What follows belongs to an exercise in optimizing a design on an open flow for a short achievable clock period and few clock cycles; a production flow would make more cautious choices. The RTL was checked by simulation tests, not by an equivalence proof against the original design.

==> v32 <==
// BSV32I_SSC
module BSV32I_SSC#(
parameter DataWidth=32,
parameter AddrWidth=10,
parameter RegAddrWidth=5
)
(
    input  clock,
    input  reset,
    input  [DataWidth-1:0]program_in,
    input  [AddrWidth-1:0]address_in,
    input  [DataWidth-1:0]Inst_mem_dataOut,Data_mem_dataOut,
    output logic [DataWidth-1:0]Inst_mem_dataIn,Data_mem_dataIn,
    output logic [AddrWidth-1:0]Inst_mem_address,Data_mem_address,
    output logic Inst_mem_read_en,Data_mem_read_en,
    output logic Inst_mem_write_en,Data_mem_write_en,
    output logic [2:0]func3,
    output logic [DataWidth-1:0]reg_out
);
Settings: LEC_CHECK=0, ABC_CLOCK_PERIOD_IN_PS=3000, CAP_MARGIN=20, CORE_MARGIN=2, CORE_UTILIZATION=40, SETUP_SLACK_MARGIN=5, SLEW_MARGIN=20; clock period 9.0 ns.
run.sh (not shown) runs the stock make flow with config.mk's settings and CLKGATE_MAP_FILE= SYNTH_SCRIPT=/design/flow/synth_recipe.tcl, a recipe that flattens the netlist after the stock synthesis.
==> v14 (differences from v32) <==
--- a/flow/design.v
+++ b/flow/design.v
@@ -6,19 +6,31 @@
     input  logic        s_add, s_xor, s_or, s_and, s_slt, s_sltu, s_sll, s_sr, s_link,
     input  logic        sra,
     input  logic [31:0] link,
     output logic [31:0] result,
     output logic [31:0] sum,
     output logic        eq, lt, ltu
 );
+function automatic [32:0] add32(input [31:0] x, input [31:0] y, input cin);
+    logic [31:0] g, p, G, P;
+    g = x & y;
+    p = x ^ y;
+    G = {g[31:1], g[0] | (p[0] & cin)};
+    P = p;
+    for (int d = 1; d < 32; d = d * 2) begin
+        G = G | (P & (G << d));
+        P = P & ((P << d) | ((32'd1 << d) - 32'd1));
+    end
+    add32 = {G[31], p ^ {G[30:0], cin}};
+endfunction
 logic [32:0] sum33;
 logic [31:0] sll_r, sr_r;
 logic [32:0] sr33;
 logic [4:0]  sh;
-assign sum33 = {1'b0, a} + {1'b0, b_x} + {32'd0, sub};
+assign sum33 = add32(a, b_x, sub);
 assign sum   = sum33[31:0];
 assign ltu   = ~sum33[32];
 assign lt    = (a[31] == b_x[31]) ? a[31] : sum33[31];
 assign eq    = &(a ^ b_x);
 assign sh    = b_x[4:0];
 assign sll_r = a << sh;
 assign sr33  = $signed({sra & a[31], a}) >>> sh;
@@ -61,23 +73,26 @@
                  OP_ST    = 5'b01000,
                  OP_OPI   = 5'b00100,
                  OP_OP    = 5'b01100;
 logic [9:0]  pcF;                        
 logic [31:0] IR;                         
 logic [9:0]  pcD;
 logic        validD, predD;
+logic [31:0] rf1D, rf2D;
+logic        fE1D, fE2D, fM1D, fM2D;
+logic        bE1D, bE2D, bM1D, bM2D;     
 logic [31:0] aE, bxE, sdE, linkE;        
 logic [9:0]  altE;
 logic [4:0]  rdE;
 logic [2:0]  f3E;
 logic        rwE, ldE, stE, brE, jalrE, predE, subE, sraE;
 logic        s_addE, s_xorE, s_orE, s_andE, s_sltE, s_sltuE, s_sllE, s_srE, s_linkE;
 logic [31:0] resM;                       
 logic [4:0]  rdM;
-logic        rwM;
+logic        rwM, ldM;            
 logic [31:0] regs [1:31];
 logic [31:0] resE, sumE;
 logic        eqE, ltE, ltuE, takenE, redirect;
 logic [9:0]  redirPC;
 ALU alu (
     .a(aE), .b_x(bxE), .sub(subE),
     .s_add(s_addE), .s_xor(s_xorE), .s_or(s_orE), .s_and(s_andE),
@@ -85,15 +100,15 @@
     .sra(sraE), .link(linkE),
     .result(resE), .sum(sumE), .eq(eqE), .lt(ltE), .ltu(ltuE)
 );
 assign takenE   = f3E[2] ? ((f3E[1] ? ltuE : ltE) ^ f3E[0]) : (eqE ^ f3E[0]);
 assign redirect = (brE & (takenE ^ predE)) | jalrE;
 assign redirPC  = jalrE ? sumE[11:2] : altE;
 logic [31:0] wdataM;
-assign wdataM = Data_mem_read_en ? Data_mem_dataOut : resM;
+assign wdataM = ldM ? Data_mem_dataOut : resM;
 logic [4:0]  opc, rs1, rs2, rd;
 logic [2:0]  f3;
 logic        isLUI, isAUIPC, isJAL, isJALR, isBR, isLD, isST, isOPI, isOP;
 logic        uses1, uses2, writes, stall, subD, useImmB;
 logic [31:0] immI, immS, immU, imm;
 logic [31:0] rf1, rf2, fw1, fw2, aBase, aNext, bNext;
 logic        fE1, fE2, fM1, fM2;
@@ -118,37 +133,90 @@
 assign writes = (isLUI | isAUIPC | isJAL | isJALR | isLD | isOPI | isOP) & (rd != 5'd0);
 assign immI = {{20{IR[31]}}, IR[31:20]};
 assign immS = {{20{IR[31]}}, IR[31:25], IR[11:7]};
 assign immU = {IR[31:12], 12'd0};
 assign imm  = (isLUI | isAUIPC) ? immU : isST ? immS : immI;
 assign useImmB = ~(isOP | isBR);
 assign stall = validD & ldE & rwE & (((rdE == rs1) & uses1) | ((rdE == rs2) & uses2));
-assign rf1 = (rs1 == 5'd0) ? 32'd0 : regs[rs1];
-assign rf2 = (rs2 == 5'd0) ? 32'd0 : regs[rs2];
-assign fE1 = rwE & (rdE == rs1);
-assign fE2 = rwE & (rdE == rs2);
-assign fM1 = rwM & (rdM == rs1);
-assign fM2 = rwM & (rdM == rs2);
+assign rf1 = rf1D;
+assign rf2 = rf2D;
+assign fE1 = fE1D;
+assign fE2 = fE2D;
+assign fM1 = fM1D;
+assign fM2 = fM2D;
 assign fw1 = fE1 ? resE : fM1 ? wdataM : rf1;
 assign fw2 = fE2 ? resE : fM2 ? wdataM : rf2;
 assign pcD1   = pcD + 10'd1;
 assign link11 = {1'b0, pcD} + 11'd1;
 assign offB   = {IR[7], IR[30:25], IR[11:9]};
 assign brTgtD = pcD + offB;
 assign aBase = isLUI ? 32'd0 : {20'd0, pcD, 2'b00};
 assign aNext = (isLUI | isAUIPC) ? aBase : fw1;
 assign bNext = useImmB ? imm : fw2;
+function automatic addeq(input [31:0] a, input [31:0] b, input cin, input [31:0] k);
+    logic [31:0] c;
+    c = {((a[30:0] & b[30:0]) | ((a[30:0] | b[30:0]) & ~k[30:0])), cin};
+    addeq = &(~(a ^ b ^ k ^ c));
+endfunction
+function automatic ltu32(input [31:0] x, input [31:0] y);
+    logic [31:0] g, p, G, P;
+    g = x & ~y;
+    p = x ^ ~y;
+    G = {g[31:1], g[0] | p[0]};
+    P = p;
+    for (int d = 1; d < 32; d = d * 2) begin
+        G = G | (P & (G << d));
+        P = P & ((P << d) | ((32'd1 << d) - 32'd1));
+    end
+    ltu32 = ~G[31];
+endfunction
+logic [9:0]  altD;
+logic        earlyOK, eqD, ltD, ltuD, takenD, redirectD;
+logic        early1, early2, earlyEq;
+logic        eqRR, eqMR, eqRM, luRR, luMR, luRM, ltRR, ltMR, ltRM, aeR1, aeR2, aeM;
+logic        m1, m2;
+assign early1  = ~bE1D & ~(ldM & bM1D);          
+assign early2  = ~bE2D & ~(ldM & bM2D);
+assign earlyEq = validD & isBR & ~f3[2] & ~f3[1] & s_addE & ~stall &
+                 ((bE1D & early2) | (bE2D & early1) | (bE1D & bE2D));
+assign earlyOK = (validD & isBR & early1 & early2) | earlyEq;
+assign eqRR = (rf1D == rf2D);
+assign eqMR = (resM == rf2D);
+assign eqRM = (rf1D == resM);
+assign luRR = ltu32(rf1D, rf2D);
+assign luMR = ltu32(resM, rf2D);
+assign luRM = ltu32(rf1D, resM);
+assign ltRR = (rf1D[31] != rf2D[31]) ? rf1D[31] : luRR;
+assign ltMR = (resM[31] != rf2D[31]) ? resM[31] : luMR;
+assign ltRM = (rf1D[31] != resM[31]) ? rf1D[31] : luRM;
+assign aeR1 = addeq(aE, bxE, subE, rf1D);
+assign aeR2 = addeq(aE, bxE, subE, rf2D);
+assign aeM  = addeq(aE, bxE, subE, resM);
+assign m1 = bM1D & ~bE1D;
+assign m2 = bM2D & ~bE2D;
+always_comb begin
+    if (bE1D & bE2D)    begin eqD = 1'b1;  ltuD = 1'b0; ltD = 1'b0; end
+    else if (bE1D)     begin eqD = m2 ? aeM : aeR2; ltuD = 1'b0; ltD = 1'b0; end
+    else if (bE2D)     begin eqD = m1 ? aeM : aeR1; ltuD = 1'b0; ltD = 1'b0; end
+    else if (m1 & m2) begin eqD = 1'b1;  ltuD = 1'b0; ltD = 1'b0; end
+    else if (m1)      begin eqD = eqMR;  ltuD = luMR; ltD = ltMR; end
+    else if (m2)      begin eqD = eqRM;  ltuD = luRM; ltD = ltRM; end
+    else              begin eqD = eqRR;  ltuD = luRR; ltD = ltRR; end
+end
+assign takenD = f3[2] ? ((f3[1] ? ltuD : ltD) ^ f3[0]) : (eqD ^ f3[0]);
+assign redirectD = earlyOK & (takenD ^ predD) & ~redirect;
+assign altD = predD ? pcD1 : brTgtD;
 assign subD = isBR | ((isOP | isOPI) & ((f3 == 3'b010) | (f3 == 3'b011)))
                    | (isOP & (f3 == 3'b000) & IR[30]);
 always_ff @(posedge clock) begin
     aE    <= aNext;
     bxE   <= bNext ^ {32{subD}};
     sdE   <= fw2;
     linkE <= {19'd0, link11, 2'b00};
-    altE  <= predD ? pcD1 : brTgtD;
+    altE  <= altD;
     f3E   <= f3;
     rdE   <= rd;
     subE  <= subD;
     sraE  <= IR[30];
     s_addE  <= ((isOP | isOPI) & (f3 == 3'b000)) | isLD | isST | isLUI | isAUIPC;
     s_xorE  <= (isOP | isOPI) & (f3 == 3'b100);
     s_orE   <= (isOP | isOPI) & (f3 == 3'b110);
@@ -165,42 +233,90 @@
         stE   <= 1'b0;
         brE   <= 1'b0;
         jalrE <= 1'b0;
     end else begin
         rwE   <= writes;
         ldE   <= isLD;
         stE   <= isST;
-        brE   <= isBR;
+        brE   <= isBR & ~earlyOK;
         jalrE <= isJALR;
     end
 end
+function automatic [9:0] add10(input [9:0] x, input [9:0] y);
+    logic [9:0] g, p, g1, p1, g2, p2, g3, p3, g4;
+    g = x & y;
+    p = x ^ y;
+    g1 = g | (p & {g[8:0], 1'b0});
+    p1 = p & {p[8:0], 1'b0};
+    g2 = g1 | (p1 & {g1[7:0], 2'b0});
+    p2 = p1 & {p1[7:0], 2'b0};
+    g3 = g2 | (p2 & {g2[5:0], 4'b0});
+    p3 = p2 & {p2[5:0], 4'b0};
+    g4 = g3 | (p3 & {g3[1:0], 8'b0});
+    add10 = p ^ {g4[8:0], 1'b0};
+endfunction
 logic [31:0] inst;
-logic        predF;
-logic [9:0]  offJ, offBF, tgtJ, tgtB, pcF1;
+logic        predF, predTake;
+logic [9:0]  offJ, offBF, tgtJ, tgtB, pcF1, tgtF, pcSeq;
 assign inst  = Inst_mem_dataOut;
 assign offJ  = {inst[20], inst[30:22]};
 assign offBF = {inst[7], inst[30:25], inst[11:9]};
-assign tgtJ  = pcF + offJ;
-assign tgtB  = pcF + offBF;
+assign tgtJ  = add10(pcF, offJ);
+assign tgtB  = add10(pcF, offBF);
+assign tgtF  = inst[2] ? tgtJ : tgtB;
 assign pcF1  = pcF + 10'd1;
 assign predF = (inst[6:2] == OP_JAL) | ((inst[6:2] == OP_BR) & inst[31]);
+assign predTake = predF & ~redirect & ~redirectD & ~stall;
+assign pcSeq = redirect ? redirPC : redirectD ? altD : stall ? pcF : pcF1;
 always_ff @(posedge clock) begin
     if (reset)
         pcF <= 10'd0;
-    else if (redirect)
-        pcF <= redirPC;
-    else if (stall)
-        pcF <= pcF;
-    else if (predF)
-        pcF <= inst[2] ? tgtJ : tgtB;
     else
-        pcF <= pcF1;
+        pcF <= predTake ? tgtF : pcSeq;
 end
+logic [4:0]  rs1F, rs2F;
+logic        brF;
+logic [31:0] rdF1, rdF2;
+assign rs1F = inst[19:15];
+assign brF  = (inst[6:2] == OP_BR);
+assign rs2F = inst[24:20];
+assign rdF1 = (rs1F == 5'd0) ? 32'd0 : regs[rs1F];
+assign rdF2 = (rs2F == 5'd0) ? 32'd0 : regs[rs2F];
 always_ff @(posedge clock) begin
-    if (reset | redirect)
+    if (!stall) begin
+        fE1D <= validD & writes & (rd == rs1F);
+        fE2D <= validD & writes & (rd == rs2F);
+        fM1D <= rwE & (rdE == rs1F);
+        fM2D <= rwE & (rdE == rs2F);
+        bE1D <= validD & writes & (rd == rs1F) & brF;
+        bE2D <= validD & writes & (rd == rs2F) & brF;
+        bM1D <= rwE & (rdE == rs1F) & brF;
+        bM2D <= rwE & (rdE == rs2F) & brF;
+    end else begin
+        bE1D <= 1'b0;
+        bE2D <= 1'b0;
+        bM1D <= rwE & (rdE == rs1) & isBR;
+        bM2D <= rwE & (rdE == rs2) & isBR;
+        fE1D <= 1'b0;
+        fE2D <= 1'b0;
+        fM1D <= rwE & (rdE == rs1);
+        fM2D <= rwE & (rdE == rs2);
+    end
+end
+always_ff @(posedge clock) begin
+    if (!stall) begin
+        rf1D <= (rwM & (rdM == rs1F)) ? wdataM : rdF1;
+        rf2D <= (rwM & (rdM == rs2F)) ? wdataM : rdF2;
+    end else begin
+        if (fM1) rf1D <= wdataM;
+        if (fM2) rf2D <= wdataM;
+    end
+end
+always_ff @(posedge clock) begin
+    if (reset | redirect | redirectD)
         validD <= 1'b0;
     else if (!stall)
         validD <= 1'b1;
     if (!stall) begin
         IR    <= inst;
         pcD   <= pcF;
         predD <= predF;
@@ -210,33 +326,44 @@
     if (reset) begin
         Data_mem_write_en <= 1'b0;
         Data_mem_read_en  <= 1'b0;
         Data_mem_address  <= 10'd0;
         Data_mem_dataIn   <= 32'd0;
         func3             <= 3'd0;
         rwM               <= 1'b0;
+        ldM               <= 1'b0;
     end else begin
         Data_mem_write_en <= stE;
         Data_mem_read_en  <= ldE;
         Data_mem_address  <= sumE[9:0];
         Data_mem_dataIn   <= sdE;
         func3             <= f3E;
         rwM               <= rwE;
+        ldM               <= ldE & rwE;
     end
     rdM  <= rdE;
     resM <= resE;
 end
 integer i;
 always_ff @(posedge clock) begin
     if (reset) begin
         for (i = 1; i < 32; i = i + 1)
             regs[i] <= 32'd0;
     end else if (rwM) begin
         regs[rdM] <= wdataM;
     end
 end
-assign reg_out = regs[7];
+logic [31:0] x7_out;
+always_ff @(posedge clock) begin
+    if (reset)
+        x7_out <= 32'd0;
+    else if (rwM & (rdM == 5'd7))
+        x7_out <= wdataM;
+    else
+        x7_out <= regs[7];
+end
+assign reg_out = x7_out;
 assign Inst_mem_address  = pcF;
 assign Inst_mem_read_en  = 1'b1;
 assign Inst_mem_write_en = 1'b0;
 assign Inst_mem_dataIn   = 32'd0;
 endmodule
==> flow/flow/run.sh (new file) <==
#!/bin/bash
set -o pipefail
bash standard.sh SETUP_SLACK_MARGIN=7 finish > make_flow.log 2>&1
==> flow/standard.sh (new file) <==
#!/bin/bash
# synth_recipe.tcl (not shown) runs the flow's synth.tcl, then flattens the netlist and writes it again
# the make line also repeats each setting of config.mk as NAME=value (left out here)
make -C /OpenROAD-flow-scripts/flow DESIGN_CONFIG=/design/flow/config.mk WORK_HOME=/design/flow/orfs CLKGATE_MAP_FILE= SYNTH_SCRIPT=/design/flow/synth_recipe.tcl "${@:-finish}"
ABC_CLOCK_PERIOD_IN_PS = 2500   (was 3000)
CAP_MARGIN = 40   (was 20)
SLEW_MARGIN = 40   (was 20)
removed: flow/run.sh
==> run_summary.xml <==
<?xml version="1.0" encoding="UTF-8"?>
<metrics>
  <group name="clock_network">
    <metric name="cts_repair_resize_count" unit="">3081</metric>
    <metric name="cts_num_sinks" unit="">1408</metric>
    <metric name="cts_setup_buffers" unit="">856</metric>
  </group>
  <group name="synth">
    <metric name="syn-mean-instance-area" unit="sq um">11.50</metric>
    <metric name="ys_types" unit="">101</metric>
    <metric name="yosys_warnings" unit="">2</metric>
  </group>
  <group name="status">
    <metric name="flow.stopped_at" unit="">global routing</metric>
    <metric name="outcome" unit="">did not finish</metric>
    <metric name="error" unit="">[ERROR GRT-0232] Routing congestion too high. Check the congestion heatmap in the GUI.</metric>
  </group>
</metrics>
[end of results for v14]
==> run_summary.xml <==
<?xml version="1.0" encoding="UTF-8"?>
<metrics>
  <group name="timing">
    <metric name="maxClockFrequency" unit="MHz">249.6</metric>
  </group>
  <group name="clock_network">
    <metric name="cts_setup_buffers" unit="">8</metric>
    <metric name="cts_num_sinks" unit="">1313</metric>
    <metric name="cts_repair_resize_count" unit="">42</metric>
  </group>
  <group name="synth">
    <metric name="syn-mean-instance-area" unit="sq um">13.37</metric>
    <metric name="ys_types" unit="">83</metric>
    <metric name="yosys_warnings" unit="">1</metric>
  </group>
  <group name="hold_path">
    <metric name="hold_path_depth" unit="">0</metric>
  </group>
  <group name="status">
    <metric name="outcome" unit="">complete, no violations</metric>
  </group>
</metrics>
[end of results for v32]
Testbench counts of v32, summed over its fixed seeds: cycles 63,072.
Testbench counts of v14, summed over its fixed seeds: cycles 59,681.

==> re-timing with driven ports <==
The flow's constraints put no driver on any port. The routed layout listed below was extracted and timed again, unchanged, in two steps. Step 1 (the two cells are an assumption about what drives the block):
set clk [get_ports {clock}]
set_driving_cell -lib_cell sky130_fd_sc_hd__clkbuf_16 $clk
set_driving_cell -lib_cell sky130_fd_sc_hd__buf_2 [delete_from_list [all_inputs] $clk]
Step 2, shift: input delay + t, output delay - t, t = (earliest + latest rising clock arrival at the registers) / 2. This alone moves slack from input paths to output paths. Slacks: no drivers / after step 1 / after step 2; pairs: no drivers / after step 1.
run: v32
t, ns: 0.880
setup WS [ns]: 4.993 / 4.991 / 4.165
slew at the worst register clock pin (ns): 0.07 / 0.07
worst slew at a driven data input, ns: 0.07
pins driven straight from the clock port: 1
After both steps setup and hold are still met in v32. The setup slack of v32 moves by -0.002 ns with the drivers and by -0.828 ns with both steps.
